Source: an optimization exercise on an open RTL-to-GDS flow (aim: small area). Production flows keep margins and buffers that such runs may drop.
Power is estimated from default activity; no workload was simulated.

==> flow/design.v <==
module display7(seg_number, an_number, seg, an);
    input wire [3:0] seg_number;
    input wire [1:0] an_number;
    output wire [7:0] seg;
    output wire [3:0] an;
    localparam [15:0] S0 = 16'h0012, S1 = 16'h0060, S2 = 16'h0004, S3 = 16'h0092,
                      S4 = 16'h02ba, S5 = 16'h008e, S6 = 16'h0083, S7 = 16'h03ff;
    assign seg[0] = S0[seg_number];
    assign seg[1] = S1[seg_number];
    assign seg[2] = S2[seg_number];
    assign seg[3] = S3[seg_number];
    assign seg[4] = S4[seg_number];
    assign seg[5] = S5[seg_number];
    assign seg[6] = S6[seg_number];
    assign seg[7] = S7[seg_number] & (an_number != 2'b01);
    assign an[3] = an_number != 2'd0;
    assign an[2] = an_number != 2'd1;
    assign an[1] = an_number != 2'd2;
    assign an[0] = an_number != 2'd3;
endmodule
module notes(clk, rst, speaker, signal);
    input clk;
    input rst;
    input [1:0] signal;      
    output reg speaker;
    reg [7:0] counter;
    always @(posedge clk)
    begin
        if (signal == 2'b00)
            counter <= 0;
        else if (!signal[1])
            counter <= (counter == 8'd55) ? 8'd0 : counter + 8'd1;
        else
            counter <= (counter == 8'd221) ? 8'd0 : counter + 8'd1;
        if (rst || signal == 2'b00)
            speaker <= 0;
        else if (!signal[1])
            speaker <= counter[5];
        else
            speaker <= counter[7];
    end
endmodule
module randomNumber(
    input clk,
    input rst,
    output reg [4:0] data
    );
   reg [4:0] data_next;
   always @* begin
    data_next[4] = data[4]^data[1];
    data_next[3] = data[3]^data[0];
    data_next[2] = data[2]^data_next[4];
    data_next[1] = data[1]^data_next[3];
    data_next[0] = data[0]^data_next[2];
   end
   always @(posedge clk) begin
    if(rst)
        data <= 5'h1f;
    else
        data <= data_next;
   end
endmodule
module clock_1hz(clk, rst, clk_500hz, clk_1hz);
    input clk;
    input rst;
    input clk_500hz;
    output clk_1hz;
    localparam [8:0] HI_FIRST = 9'b001101110;
    localparam [8:0] HI_LAST = 9'b000110111;
    reg [8:0] hi;
    wire last = (hi == HI_LAST);
    assign clk_1hz = clk_500hz & last;
    always @(posedge clk)
        if (rst)
            hi <= HI_FIRST;
        else if (clk_500hz)
            hi <= {hi[7:0], hi[8] ^ hi[4] ^ last};
endmodule
module clock_500hz(clk, rst, clk_500hz);
    input clk;
    input rst;
    output clk_500hz;
    reg [3:0] lo;
    wire fb = lo[3] ? (lo[1] & ~lo[2]) : (lo[1] | lo[2] | ~lo[0]);
    assign clk_500hz = lo[1] & ~lo[2] & ~lo[3];
    always @(posedge clk)
        if (rst)
            lo <= 4'd10;
        else
            lo <= {lo[2:0], fb};
endmodule
module bopit(clk, rst, btnR, btnD, btnL, btnU, btnS, sw, seg, an, led, speaker);
    input clk;
    input rst;
    input btnR, btnS, btnD, btnU, btnL;
    input [7:0] sw;
    output [7:0] led;
    output [7:0] seg;
    output [3:0] an;
    output speaker;
    wire clk_1hz, clk_500hz;
    wire [4:0] randomBop;
    reg [1:0] signal;
    reg [3:0] seg_number;
    reg [3:0] ledCode;       
    reg [3:0] ledReg;
    reg [3:0] bopCode;
    reg [3:0] ones_seconds;
    reg tens_seconds;
    reg [3:0] ones_score;
    reg [3:0] tens_score;
    reg gameOn;
    reg roundWon;
    reg [1:0] roundDelay;
    reg [8:0] fail_count;
    reg scan_start;
    reg [1:0] scan_c;
    wire [1:0] an_number = scan_start ? 2'd0 : scan_c;
    wire [1:0] an_index = scan_start ? 2'd0 : scan_c + 2'd1;
    notes bop_notes(.clk(clk), .rst(rst), .signal(signal), .speaker(speaker));
    randomNumber randomNum(.clk(clk), .rst(rst), .data(randomBop));
    clock_500hz clock_500(.clk(clk), .rst(rst), .clk_500hz(clk_500hz));
    clock_1hz clock_1(.clk(clk), .rst(rst), .clk_500hz(clk_500hz), .clk_1hz(clk_1hz));
    display7 segmentDisplay(.seg_number(seg_number), .an_number(an_number), .seg(seg), .an(an));
    assign led = ledReg[3] ? 8'd0 : (8'd1 << ledReg[2:0]);
    wire [3:0] newCode = randomBop % 12;
    wire anyPress = (|sw) | btnU | btnL | btnD | btnR;
    reg correct;
    always @(*)
        case (bopCode)
            4'd8: correct = btnU;
            4'd9: correct = btnR;
            4'd10: correct = btnD;
            4'd11: correct = btnL;
            default: correct = sw[bopCode[2:0]];
        endcase
    always @(posedge clk)
    if (rst)
    begin
        ones_seconds <= 0;
        tens_seconds <= 0;
        scan_start <= 1;
        scan_c <= 2;
        ones_score <= 0;
        tens_score <= 0;
        bopCode <= 0;
        ledCode <= 4'b1000;
        gameOn <= 1;
        roundWon <= 0;
        roundDelay <= 0;
        signal <= 0;
        fail_count <= 0;
        seg_number <= 0;
        ledReg <= 4'b1000;
    end
    else
    begin
        if (btnS)
        begin
            roundWon <= 0;
            roundDelay <= 0;
            gameOn <= 1;
            ones_score <= 0;
            tens_score <= 0;
            ones_seconds <= 0;
            tens_seconds <= 0;
            bopCode <= newCode;
            fail_count <= 0;
        end
        if (!roundWon)
        begin
            if (correct)
                roundWon <= 1;
            else if (anyPress)
                gameOn <= 0;
        end
        if (clk_1hz && gameOn)
        begin
            if (roundWon)
            begin
                if (roundDelay == 0)
                    signal <= 1;
                if (roundDelay == 1)
                    signal <= 0;
                if (roundDelay == 3)
                begin
                    roundWon <= 0;
                    roundDelay <= 0;
                    bopCode <= newCode;
                    if (ones_score == 4'd9)
                    begin
                        ones_score <= 0;
                        tens_score <= tens_score + 4'd1;
                    end
                    else
                        ones_score <= ones_score + 4'd1;
                end
                else
                    roundDelay <= roundDelay + 2'd1;
                ones_seconds <= 0;
                tens_seconds <= 0;
            end
            else
            begin
                ones_seconds <= ones_seconds + 4'd1;
                if (ones_seconds == 4'd9)
                begin
                    ones_seconds <= 0;
                    tens_seconds <= 1;
                end
            end
        end
        if (tens_seconds)
        begin
            ones_seconds <= 0;
            tens_seconds <= 0;
            gameOn <= 0;
        end
        if (clk_500hz)
        begin
            scan_c <= scan_c + 2'd1;
            if (scan_c == 2'd3)
                scan_start <= 0;
            if (gameOn)
            begin
                case (an_index)
                    2'd0:
                    begin
                        seg_number <= bopCode[3] ? 4'd8 : 4'd5;
                        ledCode <= bopCode;
                        ledReg <= ledCode;
                    end
                    2'd1: seg_number <= {1'b0, bopCode[2:0]};
                    2'd2: seg_number <= 4'd0;
                    default: seg_number <= ones_seconds;
                endcase
            end
            else
            begin
                if (fail_count != 9'd500)
                begin
                    signal <= 2;
                    fail_count <= fail_count + 9'd1;
                end
                else
                    signal <= 0;
                case (an_index)
                    2'd2: seg_number <= tens_score;
                    2'd3: seg_number <= ones_score;
                    default: seg_number <= 4'd0;
                endcase
            end
        end
    end
endmodule
export LEC_CHECK = 0
export CAP_MARGIN = 20
export CORE_MARGIN = 2
export CORE_UTILIZATION = 40
export SLEW_MARGIN = 20
create_clock -name core_clock -period 10.0 [get_ports {clk}]
standard.sh (not shown) runs the stock make flow with config.mk's settings and CLKGATE_MAP_FILE= SYNTH_SCRIPT=/design/flow/synth_recipe.tcl, a recipe that flattens the netlist after the stock synthesis.
==> flow/flow/run.sh <==
#!/bin/bash
# The standard layout (standard.sh) with these changes:
#  - synthesis is synth_recipe.tcl unchanged except that the abc pass uses
#    flow/abc_deep.script (area-oriented) instead of ORFS's speed script, and
#    adders are left to abc instead of being mapped to half/full adder cells
#  - port buffers are buf_1 instead of clkdlybuf4s50_1
#  - clock tree synthesis adds no dummy loads; the tree has
#    with a clkbuf_8 root and clkbuf_2 leaves
# Every tool's output is in standard.log and under orfs/logs/.
set -euo pipefail
W=$PWD
export OWN_ABC_SCRIPT=$W/flow/abc_deep.script
sed "s|^source \$::env(SCRIPTS_DIR)/synth.tcl|source $W/flow/abc_hook.tcl\nsource \$::env(SCRIPTS_DIR)/synth.tcl|" synth_recipe.tcl > own_synth.tcl
grep -q abc_hook own_synth.tcl
sed "s|/synth_recipe.tcl|/own_synth.tcl|; s|CLKGATE_MAP_FILE= |CLKGATE_MAP_FILE= ADDER_MAP_FILE= |" standard.sh > own_standard.sh
grep -q "ADDER_MAP_FILE= " own_standard.sh
grep -q own_synth.tcl own_standard.sh
export BUFFER_PORTS_ARGS="-buffer_cell sky130_fd_sc_hd__buf_1"
export CTS_ARGS="-sink_clustering_enable -repair_clock_nets -dont_use_dummy_load -root_buf sky130_fd_sc_hd__clkbuf_4 -tree_buf sky130_fd_sc_hd__clkbuf_2 -buf_list sky130_fd_sc_hd__clkbuf_2"
bash own_standard.sh > standard.log 2>&1
==> flow/flow/abc_deep.script <==
strash
&get -n
&st
&deepsyn -T 40
&dch -f
&nf -R 1000
&put
mfs3 -a
topo
==> flow/flow/abc_hook.tcl <==
# Run Yosys's abc pass with this flow's area-oriented ABC script in place of
# the one ORFS picks; every other argument (liberty, dont_use, constraints)
# stays as ORFS gives it. Only combinational logic goes through abc.
proc abc {args} {
  set i [lsearch -exact $args -script]
  if { $i >= 0 } {
    lset args [expr { $i + 1 }] $::env(OWN_ABC_SCRIPT)
  }
  yosys abc {*}$args
}
==> next run, changes <==
--- a/flow/flow/run.sh
+++ b/flow/flow/run.sh
@@ -17,4 +17,4 @@
 grep -q own_synth.tcl own_standard.sh
 export BUFFER_PORTS_ARGS="-buffer_cell sky130_fd_sc_hd__buf_1"
-export CTS_ARGS="-sink_clustering_enable -repair_clock_nets -dont_use_dummy_load -root_buf sky130_fd_sc_hd__clkbuf_4 -tree_buf sky130_fd_sc_hd__clkbuf_2 -buf_list sky130_fd_sc_hd__clkbuf_2"
+export CTS_ARGS="-sink_clustering_enable -repair_clock_nets -dont_use_dummy_load -root_buf sky130_fd_sc_hd__clkbuf_8 -buf_list sky130_fd_sc_hd__clkbuf_2"
 bash own_standard.sh > standard.log 2>&1
What happened: The new run completed without violations. Sequential cell count does not change. Count of clock-buffer cells in the layout does not change. Sequential power is about the same. Via count drops slightly. Clock skew drops by 17 ps. Clock power climbs by a quarter to a third. Design area climbs slightly. Final cell count does not change. First-iteration DRC count drops by a little under a tenth. Power climbs by a little under a tenth.
==> next run, changes <==
--- a/flow/flow/run.sh
+++ b/flow/flow/run.sh
@@ -6,5 +6,5 @@
 #  - port buffers are buf_1 instead of clkdlybuf4s50_1
 #  - clock tree synthesis adds no dummy loads; the tree has
-#    with a clkbuf_8 root and clkbuf_2 leaves
+#    with a clkbuf_8 root and clkbuf_4 leaves
 # Every tool's output is in standard.log and under orfs/logs/.
 set -euo pipefail
@@ -17,4 +17,4 @@
 grep -q own_synth.tcl own_standard.sh
 export BUFFER_PORTS_ARGS="-buffer_cell sky130_fd_sc_hd__buf_1"
-export CTS_ARGS="-sink_clustering_enable -repair_clock_nets -dont_use_dummy_load -root_buf sky130_fd_sc_hd__clkbuf_8 -buf_list sky130_fd_sc_hd__clkbuf_2"
+export CTS_ARGS="-sink_clustering_enable -repair_clock_nets -dont_use_dummy_load -root_buf sky130_fd_sc_hd__clkbuf_8 -buf_list sky130_fd_sc_hd__clkbuf_4"
 bash own_standard.sh > standard.log 2>&1
Effect: Utilization does not change; wire length does not change; critical path depth stays the same; area after synthesis is unchanged; setup slack is unchanged; clock skew stays the same.
No functional check of the RTL was part of any run of this note.

## port drivers added, routing unchanged
The results above use ideal ports. As a check the final layouts listed here were re-extracted and re-timed, cells and wires unchanged. Step 1 sets driving cells, clkbuf_16 on the clock port and buf_2 on the other inputs (assumed; they add their load-dependent delay and slew). Step 2 adds t to the input delays and takes it off the output delays; t is the mean of the earliest and latest rising clock arrival at the registers after step 1. Input paths then give back, and output paths get back, about the clock's delay inside the block. Three values: ideal, step 1, step 2; two values: the first two.
run	t (ns)	slack for setup (ns)	hold slack, ns
the first run	0.423	5.960 / 5.932 / 6.053	0.444 / 0.444 / 0.444
the second run	0.362	6.032 / 6.005 / 6.052	0.443 / 0.443 / 0.443
the third run	0.362	6.032 / 6.005 / 6.052	0.443 / 0.443 / 0.443
After both steps setup and hold are still met in every run listed.
